Context: an optimization exercise on an open-source flow, tuned for small area and a short achievable clock period. The choices shown serve that exercise and are no tape-out recipe.
Only simulation tests tie the RTL to the original design; equivalence was not proved.

==> trial 61 <==
Design mul_signed_64, start of the top module:
module mul_signed_64(
    input clk,
    input rst_n,
    input stb,
    input [63:0] din1,
    input [63:0] din2,
    output valid_out,
    output [127:0] dout
);
export LEC_CHECK = 0
export ABC_AREA = 1
export CAP_MARGIN = 20
export CORE_MARGIN = 2
export CORE_UTILIZATION = 40
export CTS_CLUSTER_DIAMETER = 100
export CTS_CLUSTER_SIZE = 20
export SETUP_SLACK_MARGIN = 3.2
export SLEW_MARGIN = 20
create_clock -name core_clock -period 5.5 [get_ports {clk}]
standard.sh (not shown) runs the stock make flow with config.mk's settings and CLKGATE_MAP_FILE= SYNTH_SCRIPT=/design/flow/synth_recipe.tcl, a recipe that flattens the netlist after the stock synthesis.
==> flow/flow/run.sh <==
#!/bin/bash
set -euo pipefail
# port buffers: a plain buffer instead of the delay cell buffer_ports picks by default
export BUFFER_PORTS_ARGS="-buffer_cell sky130_fd_sc_hd__buf_2"
here=$(pwd)
orfs=$(grep -o 'WORK_HOME=[^ ]*' standard.sh | head -1 | cut -d= -f2 | tr -d "'")
res=$orfs/results/$FLOW_PLATFORM/mul_signed_64/base
bash standard.sh "$res/1_2_yosys.v" > "$here/synth.log" 2>&1
python3 flow/fa_polarity.py "$res/1_2_yosys.v" "$res/1_2_yosys.pol.v" > "$here/fa_polarity.log" 2>&1
mv "$res/1_2_yosys.pol.v" "$res/1_2_yosys.v"
bash standard.sh > "$here/layout.log" 2>&1
Other scripts of this flow, unchanged in this note and not shown: flow/flow/fa_polarity.py
==> inputs of trial 63, as changes to trial 61 <==
- SETUP_SLACK_MARGIN: 3.2 -> 3.05
==> inputs of trial 64, as changes to trial 61 <==
- SETUP_SLACK_MARGIN: 3.2 -> 2.9
==> qor summary <==
metric	trial 63	trial 64	trial 61
Outcome	complete, no violations	complete, no violations	stopped before the end
Stage where the flow stopped	-	-	global routing
Nature of the critical path endpoint	flop	flop	-
Length in cells of the worst reg-to-reg path	4	5	-
Remaining antenna violation count	0	0	-
Multi-input combinational cell count	8362	8362	-
Slew at the pin with the worst max-slew slack	0.920 ns	1.13 ns	-
Via density per instance	6.64	6.48	-
Final count of pins violating max slew	0	0	-
Count of instances resized after the clock tree is built	372	201	807
Worst-case setup slack after placement	2.13 ns	2.13 ns	2.21 ns
Met3 wire len	122000 um	112000 um	-
Post-DR wirelength/cell	39.6 um	37.9 um	-
End point of the worst hold path	mb_n[4]	mb_n[49]	-
Residual DRC	0	0	-
Fraction of standard cell area in multi-input logic	56.2%	57.2%	-
Final min period	2.60 ns	2.69 ns	-
Non-clock buffer share of cell area	7.78%	6.12%	-
Sinks on the clock net	1939	1939	-
Slack of the worst reg-to-reg path	2.90 ns	2.81 ns	-
Final setup viols	0	0	-
Final Hold Vio Count	0	0	-
Highest net fanout along the worst path	1	24	-
Worst hold start	din2[4]	din2[49]	-


==> run A: inputs <==
Another version of the RTL of mul_signed_64 (not shown whole).
## mul_signed_64
module mul_signed_64(
    input clk,
    input rst_n,
    input stb,
    input [63:0] din1,
    input [63:0] din2,
    output valid_out,
    output [127:0] dout
);
reg [2:0] vld;
always @(posedge clk or negedge rst_n)
    if (!rst_n) vld <= 0;
    else vld <= {vld[1:0], stb};
assign valid_out = vld[2];
wire [63:0] ma = din1, mb = din2;
wire [31:0] e_one, e_two, e_neg;
wire [64:0] a_ext = {ma, 1'b0};
genvar gi;
generate for (gi = 0; gi < 32; gi = gi + 1) begin : enc
  assign e_one[gi] = a_ext[2*gi+1] ^ a_ext[2*gi];
  assign e_two[gi] = (a_ext[2*gi+2] & ~a_ext[2*gi+1] & ~a_ext[2*gi]) | (~a_ext[2*gi+2] & a_ext[2*gi+1] & a_ext[2*gi]);
  assign e_neg[gi] = a_ext[2*gi+2];
end endgenerate
wire [64:0] bx = {mb[63], mb};
wire [65:0] bs = {mb[63], mb, 1'b0};
wire [64:0] pp0 = (({65{e_one[0]}} & bx) | ({65{e_two[0]}} & bs[64:0])) ^ {65{e_neg[0]}};
wire [64:0] pp1 = (({65{e_one[1]}} & bx) | ({65{e_two[1]}} & bs[64:0])) ^ {65{e_neg[1]}};
wire [64:0] pp2 = (({65{e_one[2]}} & bx) | ({65{e_two[2]}} & bs[64:0])) ^ {65{e_neg[2]}};
wire [64:0] pp3 = (({65{e_one[3]}} & bx) | ({65{e_two[3]}} & bs[64:0])) ^ {65{e_neg[3]}};
wire [64:0] pp4 = (({65{e_one[4]}} & bx) | ({65{e_two[4]}} & bs[64:0])) ^ {65{e_neg[4]}};
wire [64:0] pp5 = (({65{e_one[5]}} & bx) | ({65{e_two[5]}} & bs[64:0])) ^ {65{e_neg[5]}};
wire [64:0] pp6 = (({65{e_one[6]}} & bx) | ({65{e_two[6]}} & bs[64:0])) ^ {65{e_neg[6]}};
wire [64:0] pp7 = (({65{e_one[7]}} & bx) | ({65{e_two[7]}} & bs[64:0])) ^ {65{e_neg[7]}};
wire [64:0] pp8 = (({65{e_one[8]}} & bx) | ({65{e_two[8]}} & bs[64:0])) ^ {65{e_neg[8]}};
  ...
Settings: LEC_CHECK=0, ABC_AREA=1, CAP_MARGIN=20, CORE_MARGIN=2, CORE_UTILIZATION=45, SETUP_SLACK_MARGIN=2.8, SLEW_MARGIN=20; clock period 5.5 ns.
Scripts as last shown in full above: flow/flow/run.sh
Other scripts of this flow, unchanged in this note and not shown: flow/flow/fa_polarity.py
==> inputs of run Z, as changes to run A <==
--- a/flow/flow/run.sh
+++ b/flow/flow/run.sh
@@ -2,4 +2,2 @@
 set -euo pipefail
-# port buffers: a plain buffer instead of the delay cell buffer_ports picks by default
-export BUFFER_PORTS_ARGS="-buffer_cell sky130_fd_sc_hd__buf_2"
 here=$(pwd)
- CORE_UTILIZATION: 45 -> 40
- SETUP_SLACK_MARGIN: 2.8 -> 2.3
==> reports/qor.yml <==
dpl-instance-area_um2: 124000
cts_buffer_depth: 4
die_w_um: 543
pre_cts_ws_ns: 0.978
outcome: "finished clean"
numCtsBuffers: 173
cts-hold-fix-buffers: 0
place_congestion: 1.02
[end of results for run Z]
==> reports/qor.yml <==
run.stop_error: "[ERROR GRT-0232] Routing congestion too high. Check the congestion heatmap in the GUI."
pre_cts_ws_ns: 0.908
outcome: "did not finish"
cts_buffer_depth: 3
place_congestion: 1.02
cts-hold-fix-buffers: 1
haltStage: "global routing"
dpl-instance-area_um2: 126000
[end of results for run A]

[what the ideal ports hide]
Ports are ideal in the flow. The routed layouts listed here were re-timed in OpenROAD. Step 1 sets driving cells, clkbuf_16 on the clock port and buf_2 on the other inputs (assumed; they add their load-dependent delay and slew). Step 2, shift: input delay + t, output delay - t, t = (earliest + latest rising clock arrival at the registers) / 2. This alone moves slack from input paths to output paths. Slacks: ideal / step 1 / step 2; pairs: ideal / step 1.
run	shift t [ns]	slack for setup (ns)	worst setup path at the end	slew at the worst register clock pin (ns)	pins driven straight from the clock port
trial 63	0.986	2.903 / 2.903 / 2.903	register to register	0.11 / 0.11	1
trial 64	0.976	2.806 / 2.806 / 2.806	register to register	0.10 / 0.10	1
run Z	0.963	2.096 / 2.017 / 1.054	input to register	0.07 / 0.07	1
After both steps setup and hold are still met in every run listed. The setup slack of run Z, which loses most, moves by -0.079 ns with the drivers and by -1.042 ns with both steps.
